Background: an optimization exercise with open tools, aiming at a short achievable clock period and few clock cycles. Do not read the settings as production practice.
RTL that was checked went through simulation tests only; none was proved equivalent to the original.
Function not checked in runs 1 to 4: the RTL went through the layout flow alone.
No activity file was given, so power comes from the tool's default toggle rates.

$ cat run.sh
#!/bin/bash
# synth_recipe.tcl (not shown) runs the flow's synth.tcl, then flattens the netlist and writes it again
# the make line also repeats each setting of config.mk as NAME=value (left out here)
make -C /OpenROAD-flow-scripts/flow DESIGN_CONFIG=/design/flow/config.mk WORK_HOME=/design/flow/orfs CLKGATE_MAP_FILE= SYNTH_SCRIPT=/design/flow/synth_recipe.tcl finish
$ cat config.mk
export PLATFORM = sky130hd
export DESIGN_NAME = cpu
export DESIGN_NICKNAME = cpu
export VERILOG_FILES = /design/flow/design.v
export SDC_FILE = /design/flow/constraint.sdc
export NUM_CORES = 4
export LEC_CHECK = 0
export ABC_CLOCK_PERIOD_IN_PS = 4500
export CAP_MARGIN = 20
export CORE_MARGIN = 2
export CORE_UTILIZATION = 40
export PLACE_DENSITY = 0.6
export SETUP_SLACK_MARGIN = 5
export SLEW_MARGIN = 20
$ cat constraint.sdc
create_clock -name core_clock -period 10.0 [get_ports {clk}]
set_input_delay 2.0000 -clock core_clock [delete_from_list [all_inputs] [get_ports {clk}]]
set_output_delay 2.0000 -clock core_clock [all_outputs]
set_load 0.01 [all_outputs]
$ cat design.v
module condition (
	input wire [3:0] cond,
	input wire [3:0] flags,
	output reg ok
	);
	wire n = flags[3], z = flags[2], c = flags[1], v = flags[0];
	always @(*) begin
		case (cond)
			4'd0:  ok = z;
			4'd1:  ok = ~z;
			4'd2:  ok = c;
			4'd3:  ok = ~c;
			4'd4:  ok = n;
			4'd5:  ok = ~n;
			4'd6:  ok = v;
			4'd7:  ok = ~v;
			4'd8:  ok = v & ~z;
			4'd9:  ok = ~v & z;
			4'd10: ok = (n == v);
			4'd11: ok = (n != v);
			4'd12: ok = ~z & (n == v);
			4'd13: ok = z & (n != v);
			default: ok = 1'b1;
		endcase
	end
endmodule
module ALU (
	input wire [3:0] op,
	input wire [31:0] a, b, op2,
	output reg [31:0] result,
	output wire [3:0] flags
	);
	wire [32:0] sum = {1'b0, a} + {1'b0, op2};
	wire [32:0] dif = {1'b0, a} - {1'b0, op2};
	wire [31:0] x = a ^ op2;
	wire add_zero = (x == {a[30:0] | op2[30:0], 1'b0});
	wire eq = (x == 32'b0);
	reg c, v, z;
	always @(*) begin
		c = 1'b0; v = 1'b0;
		case (op)
			4'b0001: begin result = x;                  z = eq; end                     
			4'b0010: begin result = dif[31:0];          z = eq;                         
			         c = dif[32]; v = a[31] ^ op2[31]; end
			4'b0100: begin result = sum[31:0];          z = add_zero;                   
			         c = sum[32]; v = (a[31] == op2[31]) & (sum[31] != a[31]); end
			4'b1000: begin result = a & op2;            z = ((a & op2) == 32'b0); end   
			4'b1001: begin result = x;                  z = eq; end                     
			4'b1010: begin result = dif[31:0];          z = eq; end                     
			4'b1100: begin result = a | op2;            z = ((a | op2) == 32'b0); end   
			4'b1101: begin result = b;                  z = (b == 32'b0); end           
			4'b1110: begin result = b & ~a;             z = ((b & ~a) == 32'b0); end    
			4'b1111: begin result = ~b;                 z = (b == 32'hFFFFFFFF); end    
			default: begin result = 32'b0;              z = 1'b1; end                   
		endcase
	end
	assign flags = {result[31], z, c, v};
endmodule
module shifter (
	input wire [4:0] amount,
	input wire [1:0] stype,
	input wire [31:0] data,
	output wire [31:0] out_shift
	);
	wire [63:0] ror_in = {data, data};
	wire [63:0] ror_out = ror_in >> amount;
	assign out_shift = (stype == 2'b00) ? (data << amount) :
	                   (stype == 2'b11) ? ror_out[31:0] :
	                                      (data >> amount);
endmodule
module rotate (
	input wire [3:0] rotate_amount,
	input wire [7:0] value,
	output wire [31:0] out_rotate
	);
	wire [63:0] twice = {24'b0, value, 24'b0, value};
	wire [63:0] shifted = twice >> {rotate_amount, 1'b0};
	assign out_rotate = shifted[31:0];
endmodule
module registers (
	input wire clk,
	input wire wr,
	input wire [3:0] waddr,
	input wire [31:0] wdata,
	input wire [3:0] ra1, ra2, ra3,
	output wire [31:0] rd1, rd2, rd3,
	input wire [3:0] dbgAddr,
	output wire [31:0] dbgData
	);
	reg [31:0] ram [0:15];
	always @(posedge clk)
		if (wr) ram[waddr] <= wdata;
	function [31:0] rsel(input [3:0] addr, input [511:0] flat);
		integer k;
		begin
			rsel = 32'b0;
			for (k = 0; k < 16; k = k + 1)
				rsel = rsel | ({32{addr == k}} & flat[32*k +: 32]);
		end
	endfunction
	wire [511:0] flat;
	genvar i;
	generate for (i = 0; i < 16; i = i + 1) begin : g
		assign flat[32*i +: 32] = ram[i];
	end endgenerate
	assign rd1 = (wr && waddr == ra1) ? wdata : rsel(ra1, flat);
	assign rd2 = (wr && waddr == ra2) ? wdata : rsel(ra2, flat);
	assign rd3 = (wr && waddr == ra3) ? wdata : rsel(ra3, flat);
	assign dbgData = rsel(dbgAddr, flat);
endmodule
module memory (
	input wire clk,
	input wire [4:0] addr,
	input wire [31:0] wdata,
	input wire wr,
	output wire [31:0] rdata,
	input wire [4:0] dbgAddr,
	output wire [7:0] dbgData
	);
	reg [7:0] mem [0:31];
	function [7:0] bsel(input [4:0] a, input [255:0] flat);
		integer k;
		begin
			bsel = 8'b0;
			for (k = 0; k < 32; k = k + 1)
				bsel = bsel | ({8{a == k}} & flat[8*k +: 8]);
		end
	endfunction
	wire [255:0] flat;
	genvar i;
	generate for (i = 0; i < 32; i = i + 1) begin : g
		assign flat[8*i +: 8] = mem[i];
	end endgenerate
	assign rdata = {bsel(addr + 5'd3, flat), bsel(addr + 5'd2, flat), bsel(addr + 5'd1, flat), bsel(addr, flat)};
	assign dbgData = bsel(dbgAddr, flat);
	always @(posedge clk)
		if (wr) begin
			mem[addr]        <= wdata[7:0];
			mem[addr + 5'd1] <= wdata[15:8];
			mem[addr + 5'd2] <= wdata[23:16];
			mem[addr + 5'd3] <= wdata[31:24];
		end
endmodule
module cpu(
	input wire clk,
	input wire nreset,
	output wire [31:0] imem_addr,
	input wire [31:0] imem_data,
	input wire [3:0] dbg_reg_addr,
	output wire [31:0] dbg_reg_data,
	input wire [4:0] dbg_mem_addr,
	output wire [7:0] dbg_mem_data,
	output wire halted
	);
	wire reset = ~nreset;
	wire [31:0] inst = imem_data;
	reg [31:0] pc;
	reg [3:0] flags;           
	assign imem_addr = pc;
	reg [31:0] a2, b2;         
	reg [31:0] op2r;           
	reg [3:0]  op2c;           
	reg        setf2;          
	reg        wdp2;           
	reg        ldr2, str2, byt2;
	reg [3:0]  cond2;
	reg [4:0]  off2;
	reg        link2;
	reg [31:0] lpc2;
	reg [3:0]  rd2;
	wire [31:0] alu_res;
	wire [3:0]  alu_flags;
	ALU calculation(op2c, a2, b2, op2r, alu_res, alu_flags);
	wire ls_ok;
	condition ls_cond(cond2, flags, ls_ok);
	wire [4:0]  maddr = a2[4:0] + off2;
	wire [31:0] mword;
	wire        mwr = str2 & ls_ok;
	memory MEM(clk, maddr, byt2 ? {4{b2[7:0]}} : b2, mwr, mword, dbg_mem_addr, dbg_mem_data);
	wire        rwr = wdp2 | (ldr2 & ls_ok) | link2;
	wire [3:0]  rwaddr = link2 ? 4'd14 : rd2;
	wire [31:0] rwdata = link2 ? lpc2 : ldr2 ? (byt2 ? {24'b0, mword[7:0]} : mword) : alu_res;
	wire [3:0] flags_next = setf2 ? alu_flags : flags;
	always @(posedge clk)
		if (reset) flags <= 4'b0;
		else flags <= flags_next;
	wire [1:0] cls = inst[27:26];
	wire dp  = (cls == 2'b00);
	wire ls  = (cls == 2'b01);
	wire br  = inst[27];
	wire [3:0] op = inst[24:21];
	wire [3:0] rn = inst[19:16], rd = inst[15:12], rm = inst[3:0];
	wire [31:0] vn, vm, vd;
	registers RAM(clk, rwr, rwaddr, rwdata, rn, rm, rd, vn, vm, vd, dbg_reg_addr, dbg_reg_data);
	wire [31:0] rot;
	rotate rotating(inst[11:8], inst[7:0], rot);
	wire [31:0] sh_out;
	shifter shifting(inst[11:7], inst[6:5], vm, sh_out);
	wire br_ok;
	condition br_cond(inst[31:28], flags_next, br_ok);
	wire taken = br & br_ok;
	wire writes_rd = (op == 4'b0001) | (op == 4'b0010) | (op == 4'b0100) | (op == 4'b1000) |
	                 (op == 4'b1100) | (op == 4'b1101) | (op == 4'b1110) | (op == 4'b1111);
	always @(posedge clk) begin
		a2    <= vn;
		b2    <= (ls & ~inst[20]) ? vd : vm;
		op2r  <= inst[25] ? rot : sh_out;
		op2c  <= op;
		byt2  <= inst[22];
		cond2 <= inst[31:28];
		off2  <= inst[24] ? inst[4:0] : 5'd0;
		lpc2  <= pc;
		rd2   <= rd;
		if (reset) begin
			setf2 <= 1'b0; wdp2 <= 1'b0; ldr2 <= 1'b0; str2 <= 1'b0; link2 <= 1'b0;
		end else begin
			setf2 <= dp & inst[20];
			wdp2  <= dp & writes_rd;
			ldr2  <= ls & inst[20];
			str2  <= ls & ~inst[20];
			link2 <= taken & inst[24];
		end
	end
	always @(posedge clk)
		if (reset) pc <= 32'b0;
		else if (taken) pc <= pc + {{8{inst[23]}}, inst[23:0]} + 32'd2;
		else pc <= pc + 32'd1;
	wire busy2 = rwr | mwr | setf2;
	assign halted = (inst == 32'hEAFFFFFE) & ~busy2;
endmodule
==> impl_metrics.json, run 1 <==
{
  "synth_fp_nets": 9354,
  "status": "stopped before the end",
  "die_y_um": 450,
  "fp.dieW_um": 450,
  "ys_top_cells_by_area": "edfxtp_1 29%, a22oi_1 4.8%, dfxtp_1 4.7%",
  "initial_utilization_pct": 40.2,
  "ys_ff_latch": 954,
  "syn_inst": 9141,
  "synth-edff-count": 768,
  "yosysSeqAreaShare_pct": 33.7,
  "grt_use_total_pct": 74.2,
  "ys_async_sr_fraction_pct": 0,
  "grt_pass1_vias": 110000,
  "firstError": "[ERROR GRT-0116] Global routing finished with congestion. Check the congestion regions in the DRC Viewer.",
  "io_buffers": 115,
  "clock-root-buffer": "clkbuf_16",
  "overflow": 477,
  "core.rowCount": 163,
  "synth_warnings": 5,
  "synth.cell_area_sq_um": 79400,
  "grt_pass1_wl_um": 1070000,
  "cts_max_path_buffers": 3,
  "syn_avg_cell_area_sq_um": 8.69,
  "synth.distinct_cells": 127,
  "grt_max_degree": 74,
  "stop_stage": "global routing (5_1_grt)",
  "yosys.area.top_type_share_pct": 29.0,
  "gp_congestion": 1.36,
  "cts_sinks": 954,
  "ios": 116,
  "ys.flop_type": "edfxtp_1",
  "dp_hpwl_um": 457000,
  "cts_made_buffers": 110,
  "h-tree-depth": 3,
  "synth_largest_area_cell": "edfxtp_1"
}
## routing by layer
metal / GRT overflow / GRT usage [%]
met1: 12 / 76.1
met2: 246 / 87.9
met5: 2 / 31.8
met3: 21 / 61.7
met4: 196 / 69.3
## worst min path at each step
stage | from | to | slack [ps] | depth (start not counted)
2_1_floorplan | pc[31] | lpc2[31] | 400 | 0
3_3_place_gp | pc[31] | lpc2[31] | 380 | 0
3_5_place_dp | pc[31] | lpc2[31] | 380 | 0
4_1_cts | pc[31] | lpc2[31] | 390 | 0
## logic make-up after synthesis
group           Yosys count  share of synthesized area (%)
mux                     305                           4.43
flops                   954                           33.7
simple gates           2643                           16.3
fa+ha+maj               170                           2.72
buf+inv                1049                           5.39
xor+xnor                108                           1.25
compound gates         3912                           36.2
## power by group through the flow
stage	clock (mW)	sequential, mW	combinational (mW)
after detailed placement	0	4.96	7.26
after floorplan	0	4.76	4.05
after CTS	4.23	4.88	8.56
after global placement	0	4.96	7.26
## synthesized netlist by cell type, types with 45 or more instances
library cell and instances:
a211oi_1 437, o21ai_0 391, xor2_1 57, a32oi_1 52
buf_2 129, ha_1 166, xnor2_1 46, a31oi_1 95
nand2_1 526, clkbuf_1 634, mux2i_1 185, o211ai_1 116
nor3_1 205, o22ai_1 94, a211o_1 45, mux2_2 91
nand2b_1 102, a21o_1 49, nor2b_1 71, a22o_1 409
nand3_1 343, a221oi_1 419, and3_1 77, a2111oi_0 45
inv_1 167, o221ai_1 76, nor4_1 76, nor2_1 774
dfxtp_1 186, and2_1 52, a21oi_1 609, buf_1 75
nand4_1 208, edfxtp_1 768, a22oi_1 512
## timing repair
action | in CTS
pin swaps | 240
endpoints found under the setup margin | 1195
gates resized for setup | 1247
hold endpoints to repair | 0
gates cloned | 29
hold buffers | 0
buffers inserted | 359
## through the flow
| stage | worst slack, ps | std cells | area (sq um) |
|---|---|---|---|
| detailed placement | 1760 | 11500 | 86200 |
| global placement | 1710 | 11500 | 86200 |
| floorplan | 4320 | 9141 | 80700 |
| CTS | 3940 | 12100 | 98000 |
==> run 2, diff against run 1 <==
--- a/design.v
+++ b/design.v
@@ -78,4 +78,30 @@
 	assign out_rotate = shifted[31:0];
 endmodule
+module ksadd (
+	input wire [31:0] a, b,
+	input wire cin,
+	output wire [31:0] s,
+	output wire cout
+	);
+	wire [31:0] p0 = a ^ b;
+	wire [31:0] g0 = a & b;
+	wire [31:0] g1, p1, g2, p2, g3, p3, g4, p4, g5, p5;
+	wire [31:0] gi = {g0[31:1], g0[0] | (p0[0] & cin)};
+	genvar i;
+	generate for (i = 0; i < 32; i = i + 1) begin : t
+		if (i >= 1)  begin assign g1[i] = gi[i] | (p0[i] & gi[i-1]);  assign p1[i] = p0[i] & p0[i-1]; end
+		else         begin assign g1[i] = gi[i];                      assign p1[i] = p0[i]; end
+		if (i >= 2)  begin assign g2[i] = g1[i] | (p1[i] & g1[i-2]);  assign p2[i] = p1[i] & p1[i-2]; end
+		else         begin assign g2[i] = g1[i];                      assign p2[i] = p1[i]; end
+		if (i >= 4)  begin assign g3[i] = g2[i] | (p2[i] & g2[i-4]);  assign p3[i] = p2[i] & p2[i-4]; end
+		else         begin assign g3[i] = g2[i];                      assign p3[i] = p2[i]; end
+		if (i >= 8)  begin assign g4[i] = g3[i] | (p3[i] & g3[i-8]);  assign p4[i] = p3[i] & p3[i-8]; end
+		else         begin assign g4[i] = g3[i];                      assign p4[i] = p3[i]; end
+		if (i >= 16) begin assign g5[i] = g4[i] | (p4[i] & g4[i-16]); assign p5[i] = p4[i] & p4[i-16]; end
+		else         begin assign g5[i] = g4[i];                      assign p5[i] = p4[i]; end
+	end endgenerate
+	assign s = p0 ^ {g5[30:0], cin};
+	assign cout = g5[31];
+endmodule
 module registers (
 	input wire clk,
@@ -84,5 +110,5 @@
 	input wire [31:0] wdata,
 	input wire [3:0] ra1, ra2, ra3,
-	output wire [31:0] rd1, rd2, rd3,
+	output wire [31:0] rd1, rd2, rd3, rd2_old,
 	input wire [3:0] dbgAddr,
 	output wire [31:0] dbgData
@@ -105,5 +131,6 @@
 	end endgenerate
 	assign rd1 = (wr && waddr == ra1) ? wdata : rsel(ra1, flat);
-	assign rd2 = (wr && waddr == ra2) ? wdata : rsel(ra2, flat);
+	assign rd2_old = rsel(ra2, flat);
+	assign rd2 = (wr && waddr == ra2) ? wdata : rd2_old;
 	assign rd3 = (wr && waddr == ra3) ? wdata : rsel(ra3, flat);
 	assign dbgData = rsel(dbgAddr, flat);
@@ -191,10 +218,12 @@
 	wire [3:0] op = inst[24:21];
 	wire [3:0] rn = inst[19:16], rd = inst[15:12], rm = inst[3:0];
-	wire [31:0] vn, vm, vd;
-	registers RAM(clk, rwr, rwaddr, rwdata, rn, rm, rd, vn, vm, vd, dbg_reg_addr, dbg_reg_data);
+	wire [31:0] vn, vm, vd, vm_old;
+	registers RAM(clk, rwr, rwaddr, rwdata, rn, rm, rd, vn, vm, vd, vm_old, dbg_reg_addr, dbg_reg_data);
+	wire shop  = dp & ~inst[25] & ~(op == 4'b1101 | op == 4'b1110 | op == 4'b1111);
+	wire stall = shop & rwr & (rwaddr == rm);
 	wire [31:0] rot;
 	rotate rotating(inst[11:8], inst[7:0], rot);
 	wire [31:0] sh_out;
-	shifter shifting(inst[11:7], inst[6:5], vm, sh_out);
+	shifter shifting(inst[11:7], inst[6:5], vm_old, sh_out);
 	wire br_ok;
 	condition br_cond(inst[31:28], flags_next, br_ok);
@@ -212,5 +241,5 @@
 		lpc2  <= pc;
 		rd2   <= rd;
-		if (reset) begin
+		if (reset | stall) begin
 			setf2 <= 1'b0; wdp2 <= 1'b0; ldr2 <= 1'b0; str2 <= 1'b0; link2 <= 1'b0;
 		end else begin
@@ -222,7 +251,11 @@
 		end
 	end
+	wire [31:0] target;
+	wire        target_c;
+	ksadd target_add(pc + 32'd2, {{8{inst[23]}}, inst[23:0]}, 1'b0, target, target_c);
 	always @(posedge clk)
 		if (reset) pc <= 32'b0;
-		else if (taken) pc <= pc + {{8{inst[23]}}, inst[23:0]} + 32'd2;
+		else if (stall) pc <= pc;
+		else if (taken) pc <= target;
 		else pc <= pc + 32'd1;
 	wire busy2 = rwr | mwr | setf2;
--- a/config.mk
+++ b/config.mk
@@ -9,6 +9,6 @@
 export CAP_MARGIN = 20
 export CORE_MARGIN = 2
-export CORE_UTILIZATION = 40
-export PLACE_DENSITY = 0.6
+export CORE_UTILIZATION = 60
+export PLACE_DENSITY = 0.72
 export SETUP_SLACK_MARGIN = 5
 export SLEW_MARGIN = 20
==> run 2 against run 1 <==
Against the previous run: the run again fails in global routing (5_1_grt); synthesized cell count decreased by 8.8%; area after synthesis decreased by 8.0%.
==> impl_metrics.json, run 2 <==
{
  "synth.top_cells.by_count": "883 x nor2_1, 768 x edfxtp_1, 657 x a21oi_1, 640 x a22oi_1, 603 x clkbuf_1",
  "synth.cell_area_sq_um": 73100,
  "syn_inst": 8338,
  "io_buffers": 115,
  "yosysSeqAreaShare_pct": 36.6,
  "synth.distinct_cells": 96,
  "synth_largest_area_cell": "edfxtp_1",
  "ios": 116,
  "die_y_um": 353,
  "synth_warnings": 5,
  "ys_ff_latch": 954,
  "gp_congestion": 1.59,
  "firstError": "[ERROR GRT-0116] Global routing finished with congestion. Check the congestion regions in the DRC Viewer.",
  "grt_pass1_wl_um": 830000,
  "cts_max_path_buffers": 3,
  "dp_hpwl_um": 319000,
  "grt_use_total_pct": 90.8,
  "synth-edff-count": 768,
  "syn_avg_cell_area_sq_um": 8.77,
  "place_ws_ps": 2530,
  "yosys.area.top_type_share_pct": 31.5,
  "ys_top_cells_by_area": "edfxtp_1 32%, a22oi_1 6.6%, a221oi_1 5.1%",
  "h-tree-depth": 3,
  "core.rowCount": 128,
  "grt_max_degree": 60,
  "fp.dieW_um": 353,
  "overflow": 2490,
  "clock-root-buffer": "clkbuf_16",
  "stop_stage": "global routing (5_1_grt)",
  "cts_made_buffers": 100,
  "grt_pass1_vias": 100000,
  "yosysMostFrequentCell": "nor2_1",
  "status": "stopped before the end",
  "ys_async_sr_fraction_pct": 0,
  "ys.flop_type": "edfxtp_1",
  "synth_fp_nets": 8522,
  "cts_sinks": 954,
  "place_inst": 9780,
  "initial_utilization_pct": 60.2
}
[run 2: cell count changes after synthesis, moves of 42 or more]
cell,previous run,this run
buf_2,129,36
a31oi_1,95,47
nor2_1,774,883
nand2_1,526,484
o211ai_1,116,59
xnor2_1,46,96
a22oi_1,512,640
a21oi_1,609,657
nor3_1,205,256
a211oi_1,437,320
nand3_1,343,205
[run 2: repair_timing]
| action | in CTS |
|---|---|
| gates cloned | 36 |
| endpoints found under the setup margin | 1093 |
| pin swaps | 139 |
| gates resized for setup | 927 |
| hold buffers | 0 |
| endpoints found under the hold margin | 0 |
| buffers inserted | 232 |
[run 2: metal layers]
metal,global-route usage [%],GRT overflow
met2,101,1154
met4,89.4,772
met1,90.5,216
met3,82.7,295
met5,64.3,53
[run 2: through the flow]
step	area (sq um)	power, mW	hold WS (ps)
floorplan	73700	7.72	392
global placement	78100	9.90	413
detailed placement	78200	9.98	409
CTS	87100	14.4	428
[run 2: power by group through the flow]
stage	logic, mW	clock network, mW	registers (mW)
3_5_place_dp	5.02	0	4.96
2_1_floorplan	2.94	0	4.78
4_1_cts	5.53	3.99	4.87
3_3_place_gp	4.95	0	4.95
[run 2: logic make-up after synthesis]
| logic type | count (synthesis) | share of synthesized area, % |
|---|---|---|
| mux | 267 | 4.25 |
| xor+xnor | 136 | 1.72 |
| flops | 954 | 36.6 |
| compound gates | 3472 | 34.2 |
| simple gates | 2475 | 16.0 |
| fa+ha+maj | 141 | 2.45 |
| buf+inv | 893 | 4.71 |
[run 2: worst max path at each step]
stage	start	to	slack, ps	cells after the start
2_1_floorplan	imem_data[8]	halted	4330	9
3_5_place_dp	dbg_reg_addr[2]	dbg_reg_data[7]	2530	8
4_1_cts	dbg_mem_addr[1]	dbg_mem_data[1]	4190	9
3_3_place_gp	dbg_reg_addr[2]	dbg_reg_data[7]	2630	8
==> run 3, diff against run 2 <==
--- a/design.v
+++ b/design.v
@@ -109,63 +109,53 @@
 	input wire [3:0] waddr,
 	input wire [31:0] wdata,
-	input wire [3:0] ra1, ra2, ra3,
-	output wire [31:0] rd1, rd2, rd3, rd2_old,
+	input wire [3:0] ra1, ra2,
+	output wire [31:0] rd1, rd2, rd2_old,
 	input wire [3:0] dbgAddr,
-	output wire [31:0] dbgData
-	);
-	reg [31:0] ram [0:15];
-	always @(posedge clk)
-		if (wr) ram[waddr] <= wdata;
-	function [31:0] rsel(input [3:0] addr, input [511:0] flat);
-		integer k;
-		begin
-			rsel = 32'b0;
-			for (k = 0; k < 16; k = k + 1)
-				rsel = rsel | ({32{addr == k}} & flat[32*k +: 32]);
-		end
-	endfunction
+	output reg [31:0] dbgData
+	);
 	wire [511:0] flat;
 	genvar i;
-	generate for (i = 0; i < 16; i = i + 1) begin : g
-		assign flat[32*i +: 32] = ram[i];
+	generate for (i = 0; i < 16; i = i + 1) begin : r
+		reg [31:0] q;
+		always @(posedge clk)
+			if (wr && waddr == i) q <= wdata;
+		assign flat[32*i +: 32] = q;
 	end endgenerate
-	assign rd1 = (wr && waddr == ra1) ? wdata : rsel(ra1, flat);
-	assign rd2_old = rsel(ra2, flat);
+	assign rd1 = (wr && waddr == ra1) ? wdata : flat[32*ra1 +: 32];
+	assign rd2_old = flat[32*ra2 +: 32];
 	assign rd2 = (wr && waddr == ra2) ? wdata : rd2_old;
-	assign rd3 = (wr && waddr == ra3) ? wdata : rsel(ra3, flat);
-	assign dbgData = rsel(dbgAddr, flat);
+	integer k;
+	always @(*) begin
+		dbgData = 32'b0;
+		for (k = 0; k < 16; k = k + 1)
+			dbgData = dbgData | ({32{dbgAddr == k}} & flat[32*k +: 32]);
+	end
 endmodule
 module memory (
 	input wire clk,
 	input wire [4:0] addr,
+	input wire [19:0] raddr,      
 	input wire [31:0] wdata,
 	input wire wr,
 	output wire [31:0] rdata,
 	input wire [4:0] dbgAddr,
-	output wire [7:0] dbgData
-	);
-	reg [7:0] mem [0:31];
-	function [7:0] bsel(input [4:0] a, input [255:0] flat);
-		integer k;
-		begin
-			bsel = 8'b0;
-			for (k = 0; k < 32; k = k + 1)
-				bsel = bsel | ({8{a == k}} & flat[8*k +: 8]);
-		end
-	endfunction
+	output reg [7:0] dbgData
+	);
 	wire [255:0] flat;
 	genvar i;
-	generate for (i = 0; i < 32; i = i + 1) begin : g
-		assign flat[8*i +: 8] = mem[i];
+	generate for (i = 0; i < 32; i = i + 1) begin : b
+		reg [7:0] q;
+		wire [4:0] d = i - addr;
+		always @(posedge clk)
+			if (wr && d[4:2] == 3'b0) q <= wdata[8*d[1:0] +: 8];
+		assign flat[8*i +: 8] = q;
 	end endgenerate
-	assign rdata = {bsel(addr + 5'd3, flat), bsel(addr + 5'd2, flat), bsel(addr + 5'd1, flat), bsel(addr, flat)};
-	assign dbgData = bsel(dbgAddr, flat);
-	always @(posedge clk)
-		if (wr) begin
-			mem[addr]        <= wdata[7:0];
-			mem[addr + 5'd1] <= wdata[15:8];
-			mem[addr + 5'd2] <= wdata[23:16];
-			mem[addr + 5'd3] <= wdata[31:24];
-		end
+	assign rdata = {flat[8*raddr[19:15] +: 8], flat[8*raddr[14:10] +: 8], flat[8*raddr[9:5] +: 8], flat[8*raddr[4:0] +: 8]};
+	integer k;
+	always @(*) begin
+		dbgData = 8'b0;
+		for (k = 0; k < 32; k = k + 1)
+			dbgData = dbgData | ({8{dbgAddr == k}} & flat[8*k +: 8]);
+	end
 endmodule
 module cpu(
@@ -192,5 +182,5 @@
 	reg        ldr2, str2, byt2;
 	reg [3:0]  cond2;
-	reg [4:0]  off2;
+	reg [4:0]  off2, off2_1, off2_2, off2_3;    
 	reg        link2;
 	reg [31:0] lpc2;
@@ -202,7 +192,8 @@
 	condition ls_cond(cond2, flags, ls_ok);
 	wire [4:0]  maddr = a2[4:0] + off2;
+	wire [19:0] mraddr = {a2[4:0] + off2_3, a2[4:0] + off2_2, a2[4:0] + off2_1, maddr};
 	wire [31:0] mword;
 	wire        mwr = str2 & ls_ok;
-	memory MEM(clk, maddr, byt2 ? {4{b2[7:0]}} : b2, mwr, mword, dbg_mem_addr, dbg_mem_data);
+	memory MEM(clk, maddr, mraddr, byt2 ? {4{b2[7:0]}} : b2, mwr, mword, dbg_mem_addr, dbg_mem_data);
 	wire        rwr = wdp2 | (ldr2 & ls_ok) | link2;
 	wire [3:0]  rwaddr = link2 ? 4'd14 : rd2;
@@ -218,6 +209,8 @@
 	wire [3:0] op = inst[24:21];
 	wire [3:0] rn = inst[19:16], rd = inst[15:12], rm = inst[3:0];
-	wire [31:0] vn, vm, vd, vm_old;
-	registers RAM(clk, rwr, rwaddr, rwdata, rn, rm, rd, vn, vm, vd, vm_old, dbg_reg_addr, dbg_reg_data);
+	wire        st1 = ls & ~inst[20];
+	wire [3:0]  r2 = st1 ? rd : rm;
+	wire [31:0] vn, v2, v2_old;
+	registers RAM(clk, rwr, rwaddr, rwdata, rn, r2, vn, v2, v2_old, dbg_reg_addr, dbg_reg_data);
 	wire shop  = dp & ~inst[25] & ~(op == 4'b1101 | op == 4'b1110 | op == 4'b1111);
 	wire stall = shop & rwr & (rwaddr == rm);
@@ -225,5 +218,5 @@
 	rotate rotating(inst[11:8], inst[7:0], rot);
 	wire [31:0] sh_out;
-	shifter shifting(inst[11:7], inst[6:5], vm_old, sh_out);
+	shifter shifting(inst[11:7], inst[6:5], v2_old, sh_out);
 	wire br_ok;
 	condition br_cond(inst[31:28], flags_next, br_ok);
@@ -233,5 +226,5 @@
 	always @(posedge clk) begin
 		a2    <= vn;
-		b2    <= (ls & ~inst[20]) ? vd : vm;
+		b2    <= v2;
 		op2r  <= inst[25] ? rot : sh_out;
 		op2c  <= op;
@@ -239,4 +232,7 @@
 		cond2 <= inst[31:28];
 		off2  <= inst[24] ? inst[4:0] : 5'd0;
+		off2_1 <= (inst[24] ? inst[4:0] : 5'd0) + 5'd1;
+		off2_2 <= (inst[24] ? inst[4:0] : 5'd0) + 5'd2;
+		off2_3 <= (inst[24] ? inst[4:0] : 5'd0) + 5'd3;
 		lpc2  <= pc;
 		rd2   <= rd;
--- a/config.mk
+++ b/config.mk
@@ -6,9 +6,8 @@
 export NUM_CORES = 4
 export LEC_CHECK = 0
-export ABC_CLOCK_PERIOD_IN_PS = 4500
 export CAP_MARGIN = 20
 export CORE_MARGIN = 2
-export CORE_UTILIZATION = 60
-export PLACE_DENSITY = 0.72
+export CORE_UTILIZATION = 50
+export PLACE_DENSITY = 0.65
 export SETUP_SLACK_MARGIN = 5
 export SLEW_MARGIN = 20
==> run 3 against run 2 <==
Against the previous run: the run now finishes clean; area after synthesis is 9.0% lower; synthesized cell count fell by 26%.
==> impl_metrics.json, run 3 <==
{
  "synth.distinct_cells": 99,
  "drc": 0,
  "r2r-end": "a2[10]",
  "synth_largest_area_cell": "edfxtp_1",
  "irDropWorstVdd_mv": 0.173,
  "grt_use_total_pct": 47.6,
  "finalHoldViolations": 0,
  "grt_use_met2_pct": 66.2,
  "drtIter0Drc": 12300,
  "initial_utilization_pct": 50.5,
  "wirelength_um": 341000,
  "ys_top_cells_by_area": "edfxtp_1 35%, mux4_2 15%, dfxtp_1 6.0%",
  "critPathArrivalTime_ps": 3890,
  "synth_warnings": 5,
  "cts_tree": "built",
  "busiest_layer": "met2",
  "cp.required_ps": 8000,
  "fin_crit_sh_pct": 58.9,
  "yosysMostFrequentCell": "edfxtp_1",
  "max_cap_viol_count": 0,
  "detail_route.wl_per_cell_um": 40.8,
  "path_clk_slew_ps": 60,
  "ys_ff_latch": 967,
  "gr-usage-met3_pct": 20.1,
  "cp-start-kind": "input pin",
  "setup_violations": 0,
  "cts_sinks": 967,
  "grt_pass1_wl_um": 462000,
  "min-delay-start": "pc[31]",
  "r2r_cells": 14,
  "reg2reg_setup_slack_ps": 4990,
  "finalPower_mw": 15.1,
  "status": "no timing/DRC/antenna violations",
  "slew_viol_final": 0,
  "ys.flop_type": "edfxtp_1",
  "gp_congestion": 1.04,
  "ys_async_sr_fraction_pct": 0,
  "fin_util_pct": 63.5,
  "crit_fanout": 7,
  "slew_headroom_pct": 15.2,
  "synth_fp_nets": 6334,
  "worst_hold_path_type": "flip-flop to flip-flop",
  "endpoint_kind": "output pin",
  "firstDrtPassIters": 11,
  "mostFrequentLayoutCells": "768 x edfxtp_1, 728 x nand2_1, 452 x mux4_2, 351 x buf_4, 334 x nand3_1",
  "worstMarginPinSlew_ps": 1270,
  "core.rowCount": 133,
  "hold_depth": 0,
  "setup_tns_ps": 0,
  "fillerInstances": 9906,
  "hold-path-endpoint": "lpc2[31]",
  "h-tree-depth": 3,
  "fin_nets": 6692,
  "num_vias": 66100,
  "skew_ps": 98.2,
  "grt_setup_unrepaired": "true",
  "dieArea_sq_um": 136000,
  "rr_startpoint": "a2[1]",
  "io_buffers": 115,
  "grt_max_degree": 89,
  "antenna_found_initial": 32,
  "synth.cell_area_sq_um": 66600,
  "largest_reg_flops": 512,
  "critical_path_class": "input pin to output pin",
  "p_per_area_nw_per_um2": 180,
  "fmax_mhz": 170,
  "clock-root-buffer": "clkbuf_16",
  "area_growth_pct": 25.8,
  "clock_latency_ps": 830,
  "cts_made_buffers": 106,
  "overflow": 0,
  "p_leak_nw": 29.8,
  "postRouteAntennaNets": 0,
  "synth-edff-count": 768,
  "cts_max_path_buffers": 3,
  "reg.largest.list": "RAM.r.q x512, MEM.b.q x256",
  "fp.dieW_um": 369,
  "yosysSeqAreaShare_pct": 40.6,
  "ios": 116,
  "layout_commonest_cell": "edfxtp_1",
  "die_y_um": 369,
  "regMostFlops": "RAM.r.q",
  "grtUsageMet1_pct": 56.9,
  "floorplan.core_area_sq_um": 132000,
  "synth.top_cells.by_count": "768 x edfxtp_1, 758 x nand2_1, 452 x mux4_2, 360 x nand3_1, 331 x nor2_1",
  "yosys.area.top_type_share_pct": 34.6,
  "dp_hpwl_um": 196000,
  "layout-drive-gt1-share_pct": 31.9,
  "grt_pass1_vias": 60900,
  "vias_per_cell": 7.91,
  "fin_crit_ps": 5890,
  "syn_avg_cell_area_sq_um": 10.9,
  "syn_inst": 6129
}
==> run 3: cell types whose count changed after synthesis, sizes merged, moves of 234 or more <==
cell	before	now
a21oi	658	213
nand2	484	758
mux4	26	452
clkbuf	603	327
nor2	883	331
a221oi	429	179
a22oi	640	96
a22o	392	158
==> run 3: cell families after synthesis <==
kind of cell / after synthesis / share of synthesized area [%]
simple gates: 1957 / 13.7
xor+xnor: 144 / 1.89
mux: 794 / 20.7
compound gates: 1442 / 15.8
fa+ha+maj: 162 / 3.12
flops: 967 / 40.6
buf+inv: 663 / 4.12
==> run 3: how the worst max path moves through the flow <==
stage,startpoint,to,slack (ps),depth (start not counted)
after global placement,dbg_reg_addr[2],dbg_reg_data[1],2390,8
final,dbg_reg_addr[1],dbg_reg_data[14],4110,10
after detailed placement,dbg_reg_addr[3],dbg_reg_data[1],2320,8
after floorplan,dbg_mem_addr[1],dbg_mem_data[2],4720,7
after global routing,dbg_reg_addr[2],dbg_reg_data[18],3840,9
after CTS,dbg_mem_addr[0],dbg_mem_data[7],4300,9
==> run 3: where the power goes <==
group	switching (mW)	total, mW	internal, mW
Combinational	3.56	5.75	2.19
Clock	1.90	4.38	2.47
Sequential	0.262	4.97	4.71
Total	5.73	15.1	9.37
==> run 3: metal layers <==
layer	routed length [um]	vias to the layer above	share of wire (%)
met5	181	-	0.053
met4	36700	24	11
met3	59300	2294	17
met2	137000	7062	40
met1	108000	31500	32
li1	-	25200	-
==> run 3: area by class of cell <==
| cell class | instances | area, sq um | share of cell area [%] |
|---|---|---|---|
| antenna | 20 | 50.0 | 0.0598 |
| clock inverter | 71 | 1000 | 1.19 |
| tap | 1755 | 2200 | 2.62 |
| sequential | 967 | 27100 | 32.3 |
| inverter | 167 | 627 | 0.749 |
| multi-input combinational | 4518 | 41300 | 49.4 |
| timing repair buffer | 727 | 8640 | 10.3 |
| clock buffer | 128 | 2780 | 3.32 |
==> run 3: stage by stage <==
stage / hold WS (ps) / setup WS [ps] / cell area, sq um / instances
2_1_floorplan: 392 / 4720 / 67300 / 6129
3_3_place_gp: 434 / 2390 / 70400 / 7690
3_5_place_dp: 456 / 2320 / 70400 / 7690
4_1_cts: 468 / 4300 / 80900 / 8200
5_1_grt: 461 / 3840 / 83700 / 8337
6_report: 460 / 4110 / 83700 / 8353
==> run 3: repair_timing <==
action | CTS | global route
gates resized for setup | 947 | 340
pin swaps | 194 | 172
hold buffers | 0 | 0
endpoints found under the hold margin | 0 | 0
endpoints found under the setup margin | 408 | 374
setup buffers | 258 | 118
gates cloned | 53 | 13
==> run 3: critical path, stage by stage <==
cell	delay, ps
buf_12	110
nand2b_4	180
buf_4	140
nor2_4	50
buf_6	130
buf_12	140
buf_6	120
a221oi_4	560
nand4_1	230
buf_2	200
==> run 4, diff against run 3 <==
--- a/config.mk
+++ b/config.mk
@@ -8,6 +8,6 @@
 export CAP_MARGIN = 20
 export CORE_MARGIN = 2
-export CORE_UTILIZATION = 50
-export PLACE_DENSITY = 0.65
+export CORE_UTILIZATION = 40
+export PLACE_DENSITY = 0.6
 export SETUP_SLACK_MARGIN = 5
 export SLEW_MARGIN = 20
==> run 4 against run 3 <==
Against the previous run: sequential share of layout area down 0.43 points; die area increased by 25%; clock power fell by 2%; via count shrank 1.2%; design area up 1.4%; sequential power hardly changed; cell count rose by 5.7%; global-route usage is 8.8 points lower; routed wire length up 1.6%; count of clock-buffer cells in the layout grew 12; still clean; first-iteration DRC count decreased by 2.7%; largest cell class unchanged; non-clock buffer count rose by 52.
==> impl_metrics.json, run 4 <==
{
  "endpoint_kind": "output pin",
  "fillerInstances": 14000,
  "io_buffers": 115,
  "syn_avg_cell_area_sq_um": 10.9,
  "wirelength_um": 346000,
  "ios": 116,
  "slowest_stage": "or4_4",
  "fp.dieW_um": 412,
  "num_vias": 65300,
  "synth_warnings": 5,
  "fin_crit_ps": 5870,
  "grt_setup_unrepaired": "true",
  "finalPower_mw": 15.0,
  "cts_max_path_buffers": 3,
  "cts_sinks": 967,
  "area_growth_pct": 27.5,
  "cp.required_ps": 8000,
  "fmax_mhz": 170,
  "place_ws_ps": 2450,
  "register_area_sq_um": 27100,
  "setup_violations": 0,
  "skew_ps": 46.7,
  "overflow": 0,
  "h-tree-depth": 3,
  "slew_viol_final": 0,
  "ys_async_sr_fraction_pct": 0,
  "slew_headroom_pct": 17.4,
  "cts_made_buffers": 108,
  "vias_per_cell": 7.40,
  "detail_route.wl_per_cell_um": 39.3,
  "gp_congestion": 1.04,
  "crit_path_cell_trace": "buf_8, nand3b_1, buf_6, nor2_4, buf_8, buf_6, a22oi_2, nand4_1, or4_4, buf_6",
  "yosys.area.top_type_share_pct": 34.6,
  "yosysMostFrequentCell": "edfxtp_1",
  "path_clk_slew_ps": 60,
  "postRouteAntennaNets": 0,
  "max_cap_viol_count": 0,
  "mostFrequentLayoutCells": "768 x edfxtp_1, 742 x nand2_1, 452 x mux4_2, 349 x buf_4, 335 x nand3_1",
  "irDropWorstVdd_mv": 0.155,
  "min-delay-start": "pc[31]",
  "synth.top_cells.by_count": "768 x edfxtp_1, 758 x nand2_1, 452 x mux4_2, 360 x nand3_1, 331 x nor2_1",
  "dieArea_sq_um": 170000,
  "p_leak_nw": 30.2,
  "synth.cell_area_sq_um": 66600,
  "hold_depth": 0,
  "synth_fp_nets": 6334,
  "fin_crit_sh_pct": 58.7,
  "finalHoldViolations": 0,
  "hold-path-endpoint": "lpc2[31]",
  "worst_hold_path_type": "flip-flop to flip-flop",
  "crit_family": "simple AND/OR/NAND/NOR gates",
  "synth_largest_area_cell": "edfxtp_1",
  "layout_commonest_cell": "edfxtp_1",
  "clock-root-buffer": "clkbuf_16",
  "regMostFlops": "RAM.r.q",
  "status": "no timing/DRC/antenna violations",
  "wl_met3_um": 57100,
  "critPathArrivalTime_ps": 3870,
  "initial_utilization_pct": 40.3,
  "top_layer": "met5",
  "grt_pass1_wl_um": 469000,
  "synth.distinct_cells": 99,
  "place_area_sq_um": 70900,
  "crit_fanout": 8,
  "met2_length_um": 139000,
  "core.rowCount": 149,
  "worstMarginPinSlew_ps": 1230,
  "crit_top_cell": "buf_6",
  "wl_met1_um": 117000,
  "yosysSeqAreaShare_pct": 40.6,
  "reg.largest.list": "RAM.r.q x512, MEM.b.q x256",
  "r2r-end": "RAM.r[3].q[19]",
  "final_area_sq_um": 84900,
  "firstDrtPassIters": 10,
  "die_y_um": 412,
  "r2r_cells": 14,
  "grt_pass1_vias": 60600,
  "syn_inst": 6129,
  "antenna_found_initial": 26,
  "grt_use_total_pct": 38.8,
  "ys_top_cells_by_area": "edfxtp_1 35%, mux4_2 15%, dfxtp_1 6.0%",
  "setup_ws_ps": 4130,
  "reg2reg_setup_slack_ps": 5000,
  "synth-edff-count": 768,
  "multi_input_area_sq_um": 41300,
  "fin_nets": 6736,
  "clock_latency_ps": 810,
  "slowest_delay_ps": 560,
  "drtIter0Drc": 12000,
  "cts_tree": "built",
  "largest_reg_flops": 512,
  "critical_path_class": "input pin to output pin",
  "rr_startpoint": "a2[1]",
  "dp_hpwl_um": 201000,
  "setup_tns_ps": 0,
  "drc": 0,
  "ys.flop_type": "edfxtp_1",
  "critPathBufInv": 5,
  "cp-start-kind": "input pin",
  "grt_max_degree": 113,
  "layout-drive-gt1-share_pct": 32.3,
  "ys_ff_latch": 967,
  "floorplan.core_area_sq_um": 165000,
  "p_per_area_nw_per_um2": 177
}
## run 4: per-stage QoR
step	hold WS (ps)	util (%)	cells
6_report	444	51.4	8826
3_3_place_gp	423	42.9	8120
3_5_place_dp	428	42.9	8123
5_1_grt	446	51.4	8816
2_1_floorplan	392	-	6129
4_1_cts	440	49.4	8664
## run 4: worst register-to-register path, cell delays in order, from the launching register on
cell and delay, ps:
dfxtp_1 330, buf_6 220, ha_1 290, a21o_1 170, a21oi_1 210, xnor2_2 140, buf_6 390, buf_6 420
mux4_2 400, mux4_2 540, mux2i_2 490, o21ai_0 260, o22ai_4 490, clkinvlp_4 210, buf_4 220
## run 4: routing by layer
metal / vias to the layer above / global-route usage [%]
met3: 1940 / 15.2
met4: 36 / 29.9
li1: 25200 / -
met2: 6580 / 54.1
met5: - / 0.311
met1: 31600 / 47.9
## run 4: final cells by class
| class | instances | area share [%] |
|---|---|---|
| sequential | 967 | 31.9 |
| timing repair buffer | 779 | 11.0 |
| antenna | 11 | 0.0324 |
| tap | 2189 | 3.23 |
| inverter | 167 | 0.743 |
| multi-input combinational | 4508 | 48.6 |
| clock inverter | 65 | 0.930 |
| clock buffer | 140 | 3.47 |
## run 4: logic make-up after synthesis
kind of cell	count (synthesis)	share of synthesized area, %
DFF	967	40.6
adders and majority gates	162	3.12
xor gates and xnor gates	144	1.89
buffers and inverters	663	4.12
AOI/OAI and AO/OA	1442	15.8
and+or+nand+nor	1957	13.7
muxes	794	20.7
## run 4: worst max path at each step
stage	startpoint	to	slack, ps	cells past startpoint
3_3_place_gp	dbg_reg_addr[2]	dbg_reg_data[8]	2480	8
5_1_grt	dbg_mem_addr[3]	dbg_mem_data[5]	4120	10
2_1_floorplan	dbg_mem_addr[1]	dbg_mem_data[2]	4720	7
4_1_cts	dbg_mem_addr[3]	dbg_mem_data[0]	4150	10
3_5_place_dp	dbg_reg_addr[2]	dbg_reg_data[8]	2450	8
6_report	dbg_mem_addr[4]	dbg_mem_data[0]	4130	10
## run 4: power by group
group	internal (mW)	switching, mW	total (mW)
clock	2.39	1.90	4.29
combinational	2.22	3.55	5.77
sequential	4.71	0.275	4.99
## run 4: repair_timing
item                                    4_1_cts  5_1_grt
buffers inserted                            287      132
pin swaps                                   165      182
hold buffers                                  0        0
endpoints found under the setup margin      462      394
resized for setup                           984      345
cloned                                       49       19
==> run 5, diff against run 4 <==
--- a/design.v
+++ b/design.v
@@ -174,5 +174,6 @@
 	reg [31:0] pc;
 	reg [3:0] flags;           
-	assign imem_addr = pc;
+	wire [31:0] pc_f = reset ? 32'b0 : pc;
+	assign imem_addr = pc_f;
 	reg [31:0] a2, b2;         
 	reg [31:0] op2r;           
@@ -194,7 +195,7 @@
 	wire [19:0] mraddr = {a2[4:0] + off2_3, a2[4:0] + off2_2, a2[4:0] + off2_1, maddr};
 	wire [31:0] mword;
-	wire        mwr = str2 & ls_ok;
+	wire        mwr = str2 & ls_ok & nreset;
 	memory MEM(clk, maddr, mraddr, byt2 ? {4{b2[7:0]}} : b2, mwr, mword, dbg_mem_addr, dbg_mem_data);
-	wire        rwr = wdp2 | (ldr2 & ls_ok) | link2;
+	wire        rwr = (wdp2 | (ldr2 & ls_ok) | link2) & nreset;
 	wire [3:0]  rwaddr = link2 ? 4'd14 : rd2;
 	wire [31:0] rwdata = link2 ? lpc2 : ldr2 ? (byt2 ? {24'b0, mword[7:0]} : mword) : alu_res;
@@ -220,5 +221,5 @@
 	shifter shifting(inst[11:7], inst[6:5], v2_old, sh_out);
 	wire br_ok;
-	condition br_cond(inst[31:28], flags_next, br_ok);
+	condition br_cond(inst[31:28], reset ? 4'b0 : flags_next, br_ok);
 	wire taken = br & br_ok;
 	wire writes_rd = (op == 4'b0001) | (op == 4'b0010) | (op == 4'b0100) | (op == 4'b1000) |
@@ -235,7 +236,7 @@
 		off2_2 <= (inst[24] ? inst[4:0] : 5'd0) + 5'd2;
 		off2_3 <= (inst[24] ? inst[4:0] : 5'd0) + 5'd3;
-		lpc2  <= pc;
+		lpc2  <= pc_f;
 		rd2   <= rd;
-		if (reset | stall) begin
+		if (stall) begin
 			setf2 <= 1'b0; wdp2 <= 1'b0; ldr2 <= 1'b0; str2 <= 1'b0; link2 <= 1'b0;
 		end else begin
@@ -250,6 +251,7 @@
 	wire        target_c;
 	ksadd target_add(pc + 32'd2, {{8{inst[23]}}, inst[23:0]}, 1'b0, target, target_c);
+	wire [31:0] target0 = {{8{inst[23]}}, inst[23:0]} + 32'd2;    
 	always @(posedge clk)
-		if (reset) pc <= 32'b0;
+		if (reset) pc <= taken ? target0 : 32'd1;
 		else if (stall) pc <= pc;
 		else if (taken) pc <= target;
==> run 5 against run 4 <==
Against the previous run: still clean; routed wire length grew 1.6%; non-clock buffer count grew 14; register-to-register slack lost 60 ps; first-iteration DRC count shrank 7.8%; clock skew grew 20 ps; sequential cell count is the same; design area grew 2.1%; cell count shrank 0.57%; count of clock-buffer cells in the layout shrank 9; die area grew 2.6%; clock power shrank 2%; core utilization shrank 0.23 points; largest cell class unchanged; highest routed layer unchanged.
==> impl_metrics.json, run 5 <==
{
  "status": "no timing/DRC/antenna violations",
  "ys.flop_type": "edfxtp_1",
  "critical_path_class": "input pin to output pin",
  "finalPower_mw": 15.2,
  "synth-edff-count": 800,
  "ios": 116,
  "cp.required_ps": 8000,
  "io_buffers": 115,
  "swShare_pct": 38.3,
  "syn_inst": 6015,
  "skew_ps": 67.2,
  "synth_fp_nets": 6221,
  "hold_depth": 2,
  "critPathArrivalTime_ps": 3860,
  "yosys.area.top_type_share_pct": 35.2,
  "grt_pass1_wl_um": 477000,
  "p_sw_mw": 5.83,
  "synth_warnings": 5,
  "crit_fanout": 8,
  "p_per_area_nw_per_um2": 176,
  "p_leak_nw": 31.4,
  "ys_top_cells_by_area": "edfxtp_1 35%, mux4_2 16%, mux2i_1 6.4%",
  "max_cap_viol_count": 0,
  "grt_setup_unrepaired": "true",
  "antenna_found_initial": 23,
  "drtIter0Drc": 11100,
  "cts_sinks": 967,
  "detail_route.wl_per_cell_um": 40.1,
  "stdcell_count": 8776,
  "ys_async_sr_fraction_pct": 0,
  "worst_hold_path_type": "flip-flop to flip-flop",
  "postRouteAntennaNets": 0,
  "slew_viol_final": 0,
  "fin_crit_ps": 5860,
  "layout-drive-gt1-share_pct": 34.3,
  "area_growth_pct": 26.8,
  "h-tree-depth": 3,
  "floorplan.core_area_sq_um": 169000,
  "grt_max_degree": 80,
  "initial_utilization_pct": 40.3,
  "r2r_cells": 14,
  "firstDrtPassIters": 10,
  "register_area_sq_um": 27400,
  "overflow": 0,
  "multi_input_area_sq_um": 42900,
  "wirelength_um": 352000,
  "setup_tns_ps": 0,
  "setup_violations": 0,
  "fp.dieW_um": 417,
  "die_y_um": 417,
  "seqPwrFrac_pct": 33.0,
  "mostFrequentLayoutCells": "800 x edfxtp_1, 497 x mux4_2, 476 x nand2_1, 421 x buf_4, 347 x mux2i_1",
  "path_clk_slew_ps": 60,
  "place_inst": 8049,
  "worstMarginPinSlew_ps": 1210,
  "fillerInstances": 14300,
  "finalHoldViolations": 0,
  "ys_ff_latch": 967,
  "cts_tree": "built",
  "core.rowCount": 151,
  "largest_reg_flops": 512,
  "gp_congestion": 1.07,
  "reg.largest.list": "RAM.r.q x512, MEM.b.q x256",
  "layout_commonest_cell": "edfxtp_1",
  "grt_use_total_pct": 38.7,
  "num_vias": 64900,
  "synth.cell_area_sq_um": 68300,
  "p_int_mw": 9.39,
  "drc": 0,
  "cts_max_path_buffers": 3,
  "clock_latency_ps": 830,
  "fin_crit_sh_pct": 58.6,
  "synth.distinct_cells": 108,
  "grt_pass1_vias": 60300,
  "endpoint_kind": "output pin",
  "fmax_mhz": 171,
  "dieArea_sq_um": 174000,
  "slew_headroom_pct": 19.0,
  "hold-worst-slack_ps": 569,
  "dp_hpwl_um": 216000,
  "clock-root-buffer": "clkbuf_16",
  "cts_made_buffers": 108,
  "yosysMostFrequentCell": "edfxtp_1",
  "clkPwrFrac_pct": 27.6,
  "cp-start-kind": "input pin",
  "fin_util_pct": 51.1,
  "yosysSeqAreaShare_pct": 40.0,
  "hold_buffers": 0,
  "synth.top_cells.by_count": "800 x edfxtp_1, 498 x nand2_1, 497 x mux4_2, 438 x mux2i_1, 356 x nor2_1",
  "syn_avg_cell_area_sq_um": 11.4,
  "synth_largest_area_cell": "edfxtp_1",
  "fin_nets": 6662,
  "irDropWorstVdd_mv": 0.164,
  "combPwrFrac_pct": 39.4,
  "vias_per_cell": 7.39,
  "regMostFlops": "RAM.r.q"
}
-- run 5: final cells by class --
class / instances / area share, %
Tap cell: 2218 / 3.20
Timing Repair inverter: 2 / 0.0202
Clock inverter: 73 / 0.873
Inverter: 183 / 0.832
Antenna cell: 8 / 0.0231
Clock buffer: 131 / 3.36
Multi-Input combinational cell: 4401 / 49.4
Timing Repair Buffer: 793 / 10.6
Sequential cell: 967 / 31.6
-- run 5: routing by layer --
metal	vias to the layer above	global-route usage, %	part of all wire (%)
met2	6277	56.3	41
met4	26	35.7	13
met3	2165	14.0	15
met1	31300	44.4	32
met5	-	0.0834	0.070
li1	25100	-	-
-- run 5: cell families after synthesis --
group / Yosys count / synth area share [%]
simple gates: 1519 / 10.5
xor+xnor: 182 / 2.33
compound gates: 1530 / 16.2
buf+inv: 654 / 3.99
mux: 1000 / 23.9
flops: 967 / 40.0
fa+ha+maj: 163 / 3.06
-- run 5: path summary, 6_finish.rpt --
check,slack [ps],to,start
worst min register to register,570,flags[1],flags[1]
worst max register to register,4940,b2[6],a2[1]
worst min-delay path,570,flags[1],flags[1]
worst max-delay path,4140,dbg_mem_data[4],dbg_mem_addr[1]
-- run 5: metrics by stage --
step,cell area (sq um),worst slack [ps]
detailed placement,72700,2410
finish,86700,4140
floorplan,69000,4440
global route,86700,4110
global placement,72700,2460
CTS,83200,4230
-- run 5: what timing repair did --
item / 4_1_cts / 5_1_grt
pin swaps: 178 / 166
resized for setup: 983 / 433
setup endpoints to repair: 638 / 375
gates cloned: 50 / 8
buffers inserted: 310 / 146
-- run 5: power by group through the flow --
| stage | Clock (mW) | Sequential (mW) | Combinational, mW |
|---|---|---|---|
| global placement | 0 | 5.08 | 4.89 |
| detailed placement | 0 | 5.09 | 4.94 |
| CTS | 4.16 | 5.00 | 5.39 |
| global route | 4.32 | 5.02 | 6.11 |
| finish | 4.19 | 5.03 | 6.00 |
| floorplan | 0 | 4.91 | 3.18 |
-- run 5: worst max-delay path, cell delays in order --
cell and delay (ps):
buf_8 110, or3b_4 300, nor2_4 70, buf_6 130
buf_4 140, a22oi_2 180, nand3_1 100, or4_4 640
buf_6 160
Testbench counts of run 5, summed over its fixed seeds: cycles 74,777.
==> run 6, diff against run 5 <==
--- a/design.v
+++ b/design.v
@@ -114,11 +114,15 @@
 	output reg [31:0] dbgData
 	);
-	wire [511:0] flat;
+	wire [511:0] flat, flatn;
 	genvar i;
 	generate for (i = 0; i < 16; i = i + 1) begin : r
-		reg [31:0] q;
+		reg [31:0] q, qn;
 		always @(posedge clk)
-			if (wr && waddr == i) q <= wdata;
+			if (wr && waddr == i) begin
+				q <= wdata;
+				qn <= ~wdata;
+			end
 		assign flat[32*i +: 32] = q;
+		assign flatn[32*i +: 32] = qn;
 	end endgenerate
 	assign rd1 = (wr && waddr == ra1) ? wdata : flat[32*ra1 +: 32];
@@ -129,5 +133,5 @@
 		dbgData = 32'b0;
 		for (k = 0; k < 16; k = k + 1)
-			dbgData = dbgData | ({32{dbgAddr == k}} & flat[32*k +: 32]);
+			dbgData = dbgData | ({32{dbgAddr == k}} & ~flatn[32*k +: 32]);
 	end
 endmodule
@@ -142,12 +146,16 @@
 	output reg [7:0] dbgData
 	);
-	wire [255:0] flat;
+	wire [255:0] flat, flatn;
 	genvar i;
 	generate for (i = 0; i < 32; i = i + 1) begin : b
-		reg [7:0] q;
+		reg [7:0] q, qn;
 		wire [4:0] d = i - addr;
 		always @(posedge clk)
-			if (wr && d[4:2] == 3'b0) q <= wdata[8*d[1:0] +: 8];
+			if (wr && d[4:2] == 3'b0) begin
+				q <= wdata[8*d[1:0] +: 8];
+				qn <= ~wdata[8*d[1:0] +: 8];
+			end
 		assign flat[8*i +: 8] = q;
+		assign flatn[8*i +: 8] = qn;
 	end endgenerate
 	assign rdata = {flat[8*raddr[19:15] +: 8], flat[8*raddr[14:10] +: 8], flat[8*raddr[9:5] +: 8], flat[8*raddr[4:0] +: 8]};
@@ -156,5 +164,5 @@
 		dbgData = 8'b0;
 		for (k = 0; k < 32; k = k + 1)
-			dbgData = dbgData | ({8{dbgAddr == k}} & flat[8*k +: 8]);
+			dbgData = dbgData | ({8{dbgAddr == k}} & ~flatn[8*k +: 8]);
 	end
 endmodule
==> run 6 against run 5 <==
Against the previous run: still clean; global-route usage decreased by 7.0 points; largest cell class is now registers; first-iteration DRC count decreased by 2.7%; non-clock buffer count increased by 72; combinational power increased by 4.3%; critical path depth unchanged; clock skew increased by 14 ps; cell count increased by 23%; critical path type unchanged; worst setup slack got worse by 8.1 ps; design area increased by 31%; area after synthesis increased by 31%; critical endpoint is now dbg_mem_data[1]; hold slack improved by 100 ps.
==> impl_metrics.json, run 6 <==
{
  "clock-root-buffer": "clkbuf_16",
  "gp_congestion": 1.03,
  "fin_crit_sh_pct": 58.7,
  "setup_tns_ps": 0,
  "syn_avg_cell_area_sq_um": 12.7,
  "ys_ff_latch": 1735,
  "slew_viol_final": 0,
  "wirelength_um": 382000,
  "synth.top_cells.by_count": "1568 x edfxtp_1, 765 x nand2_1, 442 x mux4_2, 422 x o22ai_1, 421 x nor2_1",
  "grt_pass1_vias": 67900,
  "path_clk_slew_ps": 70,
  "firstDrtPassIters": 9,
  "endpoint_kind": "output pin",
  "cts_max_path_buffers": 3,
  "syn_inst": 7069,
  "grt_setup_unrepaired": "true",
  "io_buffers": 115,
  "finalHoldViolations": 0,
  "ys_async_sr_fraction_pct": 0,
  "status": "no timing/DRC/antenna violations",
  "dieArea_sq_um": 228000,
  "fp.dieW_um": 478,
  "cts_tree": "built",
  "dp_hpwl_um": 221000,
  "crit_fanout": 8,
  "fin_util_pct": 50.9,
  "fin_nets": 7853,
  "synth-edff-count": 1568,
  "critPathArrivalTime_ps": 3870,
  "drc": 0,
  "clock_latency_ps": 900,
  "ys_top_cells_by_area": "edfxtp_1 52%, mux4_2 11%, dfxtp_1 3.7%",
  "die_y_um": 478,
  "setup_violations": 0,
  "synth.distinct_cells": 88,
  "reg2reg_setup_slack_ps": 4980,
  "overflow": 0,
  "synth.cell_area_sq_um": 89700,
  "ios": 116,
  "layout-drive-gt1-share_pct": 30.7,
  "slew_headroom_pct": 19.2,
  "vias_per_cell": 6.69,
  "layout_commonest_cell": "edfxtp_1",
  "cp.required_ps": 8000,
  "irDropWorstVdd_mv": 0.190,
  "setup_ws_ps": 4130,
  "skew_ps": 81.5,
  "initial_utilization_pct": 40.3,
  "grt_use_total_pct": 31.7,
  "fmax_mhz": 170,
  "yosysMostFrequentCell": "edfxtp_1",
  "worstMarginPinSlew_ps": 1200,
  "worst_hold_path_type": "flip-flop to flip-flop",
  "num_vias": 72100,
  "grt_pass1_wl_um": 519000,
  "h-tree-depth": 4,
  "detail_route.wl_per_cell_um": 35.4,
  "max_cap_viol_count": 0,
  "synth_warnings": 5,
  "area_growth_pct": 26.3,
  "floorplan.core_area_sq_um": 223000,
  "fin_crit_ps": 5870,
  "yosys.area.top_type_share_pct": 52.5,
  "ys.flop_type": "edfxtp_1",
  "synth_largest_area_cell": "edfxtp_1",
  "place_ws_ps": 2130,
  "antenna_found_initial": 14,
  "cts_made_buffers": 180,
  "place_inst": 9894,
  "grt_max_degree": 121,
  "stdcell_count": 10800,
  "drtIter0Drc": 10800,
  "p_leak_nw": 39.4,
  "critical_path_class": "input pin to output pin",
  "reg.largest.list": "RAM.r.q x512, RAM.r.qn x512",
  "postRouteAntennaNets": 0,
  "core.rowCount": 173,
  "yosysSeqAreaShare_pct": 56.2,
  "cp-start-kind": "input pin",
  "mostFrequentLayoutCells": "1568 x edfxtp_1, 711 x nand2_1, 442 x mux4_2, 434 x buf_4, 348 x nor2_1",
  "hold-worst-slack_ps": 670,
  "synth_fp_nets": 7275,
  "cts_sinks": 1735,
  "p_per_area_nw_per_um2": 195
}
## run 6: what timing repair did
item	4_1_cts	5_1_grt
buffers inserted	277	187
hold buffers	0	0
gates cloned	61	19
pin swaps	170	217
resized for setup	941	535
endpoints found under the setup margin	1356	740
## run 6: power breakdown
part,internal (mW),switching (mW)
Clock,3.93,3.05
Sequential,8.59,0.301
Combinational,2.32,3.95
## run 6: cell type report
type	instances	area [sq um]
flip-flops and latches	1735	50500
clock buffers	222	4830
inverters	228	917
fillers	18500	109000
repair inverters	1	7.51
repair buffers	865	10300
well taps	2975	3720
diodes	8	20.0
multi-input cells	4636	41800
clock inverters	105	1250
## run 6: path summary, 6_finish.rpt
kind / start / to / cells after the start
min reg2reg: pc[30] / lpc2[30] / 1
max reg2reg: a2[1] / RAM.r[0].q[18] / 14
min: pc[30] / lpc2[30] / 1
max: dbg_mem_addr[2] / dbg_mem_data[1] / 9
## run 6: cells by family after synthesis
group           count (synthesis)  synth area share, %
simple gates                 1885                 9.52
xor+xnor                      192                 1.87
fa+ha+maj                     163                 2.33
buf+inv                       715                 3.24
flops                        1735                 56.2
mux                           795                 15.2
compound gates               1584                 11.6
## run 6: routing by layer
layer / global-route usage [%] / vias up / wire length [um]
met5: 0 / - / 43
met4: 16.4 / 6 / 24500
met3: 7.65 / 1219 / 47100
met2: 48.5 / 5522 / 170000
met1: 42.0 / 36400 / 140000
li1: - / 29000 / -
## run 6: critical path, cell delays in order
cell     delay [ps]
buf_12          120
buf_6           110
nor3b_4         490
buf_4           250
nand2_8         120
o22ai_1         380
nor4_4           90
nand3_2         170
buf_6           130
## run 6: per-stage QoR
| step | area, sq um | power (mW) |
|---|---|---|
| after floorplan | 90600 | 12.1 |
| after global placement | 95500 | 14.3 |
| after detailed placement | 95500 | 14.3 |
| after CTS | 109000 | 21.6 |
| after global routing | 113000 | 22.6 |
| final | 113000 | 22.1 |
Testbench counts of run 6, summed over its fixed seeds: cycles 74,777.

what the ideal ports hide:
Ports are ideal in the flow. The routed layouts listed here were re-timed in OpenROAD.
Step 1: set_driving_cell puts a clkbuf_16 on clk and a buf_2 on each other input, an assumption about the parent block.
Step 2, shift: input delay + t, output delay - t, t = (earliest + latest rising clock arrival at the registers) / 2. This alone moves slack from input paths to output paths.
Slacks: ideal / step 1 / step 2; pairs: ideal / step 1.
run	t (ns)	setup WS [ns]	cell pins on the clock port's net
run 3	0.866	4.112 / 4.034 / 3.748	1
run 4	0.879	4.133 / 4.074 / 3.746	1
run 5	0.885	4.142 / 4.088 / 3.935	1
run 6	0.950	4.134 / 4.058 / 3.726	1
After both steps setup and hold are still met in every run listed. The setup slack of run 6, which loses most, moves by -0.076 ns with the drivers and by -0.408 ns with both steps.
